What follows belongs to an exercise in optimizing a design on an open flow for small area; a production flow would make more cautious choices. Function was checked by simulation only, so behaviour that the tests miss may differ from the original. The clock port is modelled as an ideal driver, which makes a skipped or thinned clock tree look cheaper than it is; a real chip needs a root buffer or a tree. Power and IR drop assume default switching activity.

== v33 ==
// HighClockToLowClock
module HighClockToLowClock(HighClock, resetn, HighFreq, LowFreq, LowClock);
For scale: about 1700 µm² of cells after synthesis.
export LEC_CHECK = 0
export ABC_CLOCK_PERIOD_IN_PS = 80000
export CAP_MARGIN = 20
export CORE_MARGIN = 2
export CORE_UTILIZATION = 45
export SLEW_MARGIN = 20
create_clock -name core_clock -period 100.0 [get_ports {HighClock}]
standard.sh (not shown) runs the stock make flow with config.mk's settings and CLKGATE_MAP_FILE= SYNTH_SCRIPT=/design/flow/synth_recipe.tcl, a recipe that flattens the netlist after the stock synthesis.
==> flow/flow/run.sh <==
#!/bin/bash
# Standard ORFS layout, with the smallest buffer on every port and a
# smaller clock tree.
set -e
cp standard.sh standard_sh.log
export BUFFER_PORTS_ARGS="-buffer_cell sky130_fd_sc_hd__buf_1"
export CTS_ARGS="-sink_clustering_enable -sink_clustering_size 50 -sink_clustering_max_diameter 500 -repair_clock_nets -dont_use_dummy_load -root_buf sky130_fd_sc_hd__clkbuf_4 -buf_list sky130_fd_sc_hd__clkbuf_4"
bash standard.sh > standard.log 2>&1
Changes in v26 relative to v33:
==> flow/run.sh (new file) <==
#!/bin/bash
# synth_recipe.tcl (not shown) runs the flow's synth.tcl, then flattens the netlist and writes it again
# the make line also repeats each setting of config.mk as NAME=value (left out here)
make -C /OpenROAD-flow-scripts/flow DESIGN_CONFIG=/design/flow/config.mk WORK_HOME=/design/flow/orfs CLKGATE_MAP_FILE= SYNTH_SCRIPT=/design/flow/synth_recipe.tcl finish
removed: flow/flow/run.sh
removed: flow/standard.sh
Findings:
v26 was carried through to the last stage, and its layout satisfied the timing, DRC and antenna checks. Delta (v26 minus v33): layout overhead on the synthesized area went up, cell area after layout now sits higher. Comparing the two runs side by side, v26 comes out behind v33 on vias after detailed routing. Comparing v26 and v33, the lower slew at the pin with the worst max-slew slack is on v33. Looking at final period demand of the worst path, v26 sits 0.49 ns higher than v33 does. Comparing v33 with v26, the die area came out essentially unchanged. According to the power report, total power for v26 is higher than for v33.
Edits applied to the flow inputs when going from v26 to v58:
==> flow/flow/run.sh (new file) <==
#!/bin/bash
# Standard ORFS layout with two changes: every port gets the smallest
# buffer (buf_1), and the clock tree is one clkbuf_8 placed at the centre of
# the flip-flops (see cts_one_buffer.tcl), instead of an H-tree.
set -e
here=$(pwd)
export BUFFER_PORTS_ARGS="-buffer_cell sky130_fd_sc_hd__buf_1"
export CLK_BUF_CELL=sky130_fd_sc_hd__clkbuf_16
export PRE_CTS_TCL="$here/flow/cts_one_buffer.tcl"
bash standard.sh > standard.log 2>&1
==> flow/flow/cts_one_buffer.tcl (new file) <==
# Clock tree of a single buffer: HighClock drives one clock buffer, which
# drives every clock sink. Runs before ORFS's CTS step, which is then skipped.
set clk_buf_cell $::env(CLK_BUF_CELL)
set block [ord::get_db_block]
set clk_net [$block findNet HighClock]
set master [[ord::get_db] findMaster $clk_buf_cell]
set buf_inst [odb::dbInst_create $block $master clkbuf_root]
set leaf_net [odb::dbNet_create $block clknet_leaf]
$leaf_net setSigType CLOCK
set sx 0
set sy 0
set n 0
foreach iterm [$clk_net getITerms] {
  set inst [$iterm getInst]
  set loc [$inst getLocation]
  set sx [expr {$sx + [lindex $loc 0]}]
  set sy [expr {$sy + [lindex $loc 1]}]
  incr n
  $iterm disconnect
  $iterm connect $leaf_net
}
[$buf_inst findITerm A] connect $clk_net
[$buf_inst findITerm X] connect $leaf_net
$buf_inst setLocation [expr {$sx / $n}] [expr {$sy / $n}]
$buf_inst setPlacementStatus PLACED
puts "cts_one_buffer: $clk_buf_cell drives $n clock sinks"

proc clock_tree_synthesis { args } {
  puts "clock_tree_synthesis skipped: the clock tree was built by cts_one_buffer.tcl"
}
==> flow/standard.sh (new file) <==
#!/bin/bash
# synth_recipe.tcl (not shown) runs the flow's synth.tcl, then flattens the netlist and writes it again
# the make line also repeats each setting of config.mk as NAME=value (left out here)
make -C /OpenROAD-flow-scripts/flow DESIGN_CONFIG=/design/flow/config.mk WORK_HOME=/design/flow/orfs CLKGATE_MAP_FILE= SYNTH_SCRIPT=/design/flow/synth_recipe.tcl "${@:-finish}"
removed: flow/run.sh
Results
When the final numbers for v58 and v26 were put side by side, the signed area change from the synthesized netlist to the final layout turned out to be greater in v26.
The higher final worst slack came out of v58.
Group drawing the most power: registers -> v58, combinational cells -> v26
NOTE total vias in the final route v26->v58 decreased by a few percent
Going from v26 to v58, wire length now sits lower; detailed placement HPWL went down 8.8%; wire length on met3 moved down; number of standard cells in the layout, taps in and fillers out lost 6.
### v58 -> v8
- swapping 20 for 0 in CAP_MARGIN
- swapping 20 for 0 in SLEW_MARGIN
==> flow/flow/run.sh <==
#!/bin/bash
# Standard ORFS layout, with the smallest buffer on every port and a
# smaller clock tree.
set -e
cp standard.sh standard_sh.log
export BUFFER_PORTS_ARGS="-buffer_cell sky130_fd_sc_hd__buf_1"
export CTS_ARGS="-sink_clustering_enable -repair_clock_nets -dont_use_dummy_load -root_buf sky130_fd_sc_hd__clkbuf_4 -buf_list sky130_fd_sc_hd__clkbuf_4"
bash standard.sh > standard.log 2>&1
removed: flow/flow/cts_one_buffer.tcl
==> comparison <==
Both conditions hold for v8: the flow ran to the end and the final layout passed the timing, DRC and antenna checks.
v8 has hold slack above what v58 had.
| final instance area | higher: v8 |
v58 -> v8: via count increased by a few percent
Logic gate share of total power (higher): v58
When the final numbers for v58 and v8 were put side by side, the source-to-sink clock delay at the later pin of the worst-skew pair turned out to be smaller in v58.
Worst setup slack up 0.10 ns in v8 wrt v58
Setup changes, v8 to v16
- swapping 0 for 20 in CAP_MARGIN
- swapping 0 for 20 in SLEW_MARGIN
==> flow/flow/run.sh <==
#!/bin/bash
# Standard ORFS layout, with the smallest buffer on every port and a
# smaller clock tree.
set -e
cp standard.sh standard_sh.log
export BUFFER_PORTS_ARGS="-buffer_cell sky130_fd_sc_hd__buf_1"
export CTS_ARGS="-sink_clustering_enable -sink_clustering_size 50 -sink_clustering_max_diameter 500 -repair_clock_nets -dont_use_dummy_load -root_buf sky130_fd_sc_hd__clkbuf_8 -buf_list sky130_fd_sc_hd__clkbuf_8"
bash standard.sh > standard.log 2>&1
- Largest voltage drop on the vdd net, v16 and v8, lower one = v16.
- On fmax, v16 and v8 are neck and neck.
- The clock-pin slew reported for the worst setup and hold paths after clock tree synthesis of v16 falls short of that of v8 by 0.04 ns.
- In the reports for v16 and v8, the smaller clock group total power belongs to v8.
- Sort v16 and v8 by wire length on met3, ascending, and v8 comes first.
In v58 the design's own scripts or RTL, not TritonCTS, make the clock network.


Setup of build 92:
Starting RTL as in the previous note.
Settings: LEC_CHECK=0, ABC_CLOCK_PERIOD_IN_PS=80000, CAP_MARGIN=20, CORE_MARGIN=2, CORE_UTILIZATION=45, SLEW_MARGIN=20; clock period 100.0 ns.
==> flow/flow/run.sh <==
#!/bin/bash
# ORFS layout (the standard.sh) with these changes:
#  - after the standard synthesis, its next-state logic is re-mapped by hand
#    (flow/remap.py), keeping every register instance as synthesis made it; a
#    yosys equivalence check (flow/equiv.ys) against the standard netlist must
#    pass before the re-mapped netlist is used;
#  - every port gets the smallest buffer (buf_1);
#  - the clock tree is one clkbuf_16 at the centre of the flip-flops
#    (flow/cts_one_buffer.tcl) instead of an H-tree.
set -euo pipefail
here=$(pwd)
export BUFFER_PORTS_ARGS="-buffer_cell sky130_fd_sc_hd__buf_1"
export CLK_BUF_CELL=sky130_fd_sc_hd__clkbuf_16
export PRE_CTS_TCL="$here/flow/cts_one_buffer.tcl"
YOSYS=$(command -v yosys || echo "$FLOW_HOME/../tools/install/yosys/bin/yosys")

bash standard.sh synth > synth.log 2>&1

res=$here/orfs/results/$FLOW_PLATFORM/HighClockToLowClock/base
cp "$res/1_2_yosys.v" "$here/standard_netlist.v"
python3 flow/remap.py "$here/standard_netlist.v" "$here/remapped.v" > remap.log 2>&1
sed -e "s|GOLD_V|$here/standard_netlist.v|" -e "s|GATE_V|$here/remapped.v|" \
  flow/equiv.ys > equiv_run.ys
"$YOSYS" -l equiv.log equiv_run.ys > /dev/null 2>&1
cp "$here/remapped.v" "$res/1_2_yosys.v"
rm -f "$res/1_synth.odb" "$res/1_synth.sdc"
echo "remapped netlist is equivalent to the standard synthesis; using it"

bash standard.sh > standard.log 2>&1
==> flow/flow/remap.py <==
#!/usr/bin/env python3
"""Rewrite the combinational logic of the standard synthesis netlist.

Reads the standard synthesis netlist (argv[1]) only to copy its register
instances (names, cell types and nets unchanged), and writes (argv[2]) a
netlist with the same registers and a hand-mapped next-state logic:

  ripple adder      {hit, s} = rn + LowFreq      (ha_1 + 31 fa_1)
  nsel              = resetn & ~hit              (nor2b_1, then buf_2)
  rn[i] next        = nsel ? s[i] : ~HighFreq[i] (nand2_1 + o21ai_0)
  LowClock next     = LowClock ^ hit             (xor2_1)

The flow checks the result against the standard netlist with a formal
equivalence check before using it.
"""
import re
import sys

src = open(sys.argv[1]).read()

# register instances of the standard netlist, copied verbatim
regs = {}
for m in re.finditer(r'\n(\s*sky130_fd_sc_hd__(df\w+)\s+(\S+)\s*\((.*?)\);)', src, re.S):
    body = m.group(4)
    pins = dict(re.findall(r'\.(\w+)\(([^()]*?)\s*\)', body))
    regs[m.group(3)] = (m.group(2), pins)

def find_reg(q):
    for name, (cell, pins) in regs.items():
        if pins.get('Q', '').strip() == q:
            return name, cell, pins
    raise SystemExit('remap: no register drives ' + q)

out = []
w = out.append
w('module HighClockToLowClock(HighClock, resetn, HighFreq, LowFreq, LowClock);')
w('  input HighClock;')
w('  input resetn;')
w('  input [31:0] HighFreq;')
w('  input [31:0] LowFreq;')
w('  output LowClock;')
w('  wire [32:1] c;')
w('  wire [31:0] s;')
w('  wire [31:0] t;')
w('  wire [31:0] d;')
w('  wire nsel_n;')
w('  wire nsel;')
w('  wire lc_d;')
for i in range(32):
    w('  wire \\rn[%d] ;' % i)
w('  sky130_fd_sc_hd__ha_1 add_0 (.A(LowFreq[0]), .B(\\rn[0] ), .COUT(c[1]), .SUM(s[0]));')
for i in range(1, 32):
    w('  sky130_fd_sc_hd__fa_1 add_%d (.A(LowFreq[%d]), .B(\\rn[%d] ), .CIN(c[%d]), .COUT(c[%d]), .SUM(s[%d]));'
      % (i, i, i, i, i + 1, i))
w('  sky130_fd_sc_hd__nor2b_1 nsel_g (.A(c[32]), .B_N(resetn), .Y(nsel_n));')
w('  sky130_fd_sc_hd__buf_2 nsel_buf (.A(nsel_n), .X(nsel));')
for i in range(32):
    w('  sky130_fd_sc_hd__nand2_1 mux_a_%d (.A(nsel), .B(s[%d]), .Y(t[%d]));' % (i, i, i))
    w('  sky130_fd_sc_hd__o21ai_0 mux_b_%d (.A1(HighFreq[%d]), .A2(nsel), .B1(t[%d]), .Y(d[%d]));'
      % (i, i, i, i))
w('  sky130_fd_sc_hd__xor2_1 lc_g (.A(LowClock), .B(c[32]), .X(lc_d));')
for i in range(32):
    name, cell, pins = find_reg('\\rn[%d]' % i)
    if cell != 'dfxtp_1':
        raise SystemExit('remap: unexpected register cell ' + cell)
    w('  sky130_fd_sc_hd__dfxtp_1 %s  (.CLK(HighClock), .D(d[%d]), .Q(\\rn[%d] ));' % (name, i, i))
name, cell, pins = find_reg('LowClock')
if cell != 'dfrtp_1':
    raise SystemExit('remap: unexpected register cell ' + cell)
w('  sky130_fd_sc_hd__dfrtp_1 %s  (.CLK(HighClock), .D(lc_d), .Q(LowClock), .RESET_B(resetn));' % name)
if len(regs) != 33:
    raise SystemExit('remap: expected 33 registers, found %d' % len(regs))
w('endmodule')
open(sys.argv[2], 'w').write('\n'.join(out) + '\n')
Other scripts of this flow, unchanged in this note and not shown: flow/flow/cts_one_buffer.tcl, flow/flow/equiv.ys
> inputs changed (build 92 -> build 31)
diff --git a/flow/flow/remap.py b/flow/flow/remap.py
--- a/flow/flow/remap.py
+++ b/flow/flow/remap.py
@@ -9 +9 @@
-  nsel              = resetn & ~hit              (nor2b_1, then buf_2)
+  nsel              = resetn & ~hit              (nor2b_1)
@@ -46 +45,0 @@
-w('  wire nsel_n;')
@@ -55,2 +54 @@
-w('  sky130_fd_sc_hd__nor2b_1 nsel_g (.A(c[32]), .B_N(resetn), .Y(nsel_n));')
-w('  sky130_fd_sc_hd__buf_2 nsel_buf (.A(nsel_n), .X(nsel));')
+w('  sky130_fd_sc_hd__nor2b_1 nsel_g (.A(c[32]), .B_N(resetn), .Y(nsel));')
Results
- The final layouts of build 31 and build 92 pass the timing, DRC and antenna checks.
- Build 92 has a higher iteration count of the initial detailed-routing pass than build 31.
- Between build 31 and build 92, the global-route wire length before repair is lower for build 31.
- Status: portion of the clock cycle consumed by the worst path in the final layout parity (build 31, build 92)
- [compare] base=build 92 new=build 31: routed wire length fell about 5%, power fell 0.19 µW, global-route usage fell 0.87 points.
- Area of the die: build 92 vs build 31, no meaningful difference
- Build 31 vs build 92 — share of power burned in combinational logic dropped 0.7 points.
Edits applied to the flow inputs when going from build 31 to build 40:
- swapping 45 for 55 in CORE_UTILIZATION
## What came out
Worst-path maximum fanout, build 31 and build 40: larger value in build 40. Build 40 vs build 31 — core utilization rose 12 points. In terms of total power, build 40 and build 31 differ only marginally. Build 40 ended up with a lower core box area than build 31 did. From build 31 to build 40 the numbers moved as follows: effective utilization at floorplan now sits higher; number of non-filler instances in the completed layout now sits lower; global-route usage now sits higher. Going from build 31 to build 40, the placement-stage cell area was found to have gone down by 19 µm².
Input-level comparison between build 64 and build 40:
- a change of CORE_UTILIZATION from 55 to 75
- an added PLACE_DENSITY of 0.85
==> run notes <==
- Between build 64 and build 40, the area of the mapped netlist figures differ only marginally.
- Build 64 against build 40: overall die height now smaller, boundary pin count neither gained nor lost much, synthesized cell count stayed essentially flat, number of port buffers shows no meaningful change.
- Min horizontal die dimension across build 40 and build 64: build 64
- Relative to build 40, number of rows in the core area has decreased by 3 in build 64.
- As of build 64, number of cells after detailed placement had fallen slightly compared to build 40.
- Diff build 40 -> build 64: placer's final routability congestion estimate shrank by 0.0033, worst setup slack after placement shrank by 0.12 ns.
- On standard cell area after detailed placement, build 40 and build 64 are basically level.
- Build 64 did not finish; a tool error ended it in global routing.
In build 92, build 31 and build 40 the design's own scripts or RTL, not TritonCTS, make the clock network.

static timing again, ports no longer ideal:
The results above use ideal ports. As a check the final layouts listed here were re-extracted and re-timed, cells and wires unchanged.
Step 1, drivers: a clkbuf_16 drives HighClock and a buf_2 each remaining input, both assumed.
Step 2 also shifts input and output timing later by t, the mid clock arrival at the registers, as if the neighbouring blocks saw the same clock.
Slacks: ideal ports / drivers / drivers and shift; pairs: ideal ports / drivers.
| run | t, ns | setup WS [ns] | hold slack, ns | worst setup path at the end | worst slew at a driven data input, ns |
|---|---|---|---|---|---|
| v33 | 0.338 | 66.867 / 66.868 / 66.530 | 0.475 / 0.475 / 0.475 | input to register | 0.03 |
| v26 | 0.312 | 66.374 / 66.378 / 66.066 | 0.463 / 0.463 / 0.463 | input to register | 0.04 |
| v58 | 0.204 | 66.764 / 66.772 / 66.568 | 0.471 / 0.471 / 0.471 | input to register | 0.03 |
| v8 | 0.338 | 66.867 / 66.868 / 66.530 | 0.475 / 0.475 / 0.475 | input to register | 0.03 |
| v16 | 0.297 | 66.832 / 66.835 / 66.538 | 0.467 / 0.467 / 0.467 | input to register | 0.03 |
| build 92 | 0.202 | 66.579 / 66.590 / 66.388 | 0.491 / 0.491 / 0.491 | input to register | 0.04 |
| build 31 | 0.205 | 66.581 / 66.588 / 66.383 | 0.478 / 0.478 / 0.478 | input to register | 0.04 |
| build 40 | 0.199 | 66.692 / 66.698 / 66.499 | 0.480 / 0.480 / 0.480 | input to register | 0.04 |
After both steps setup and hold are still met in every run listed.
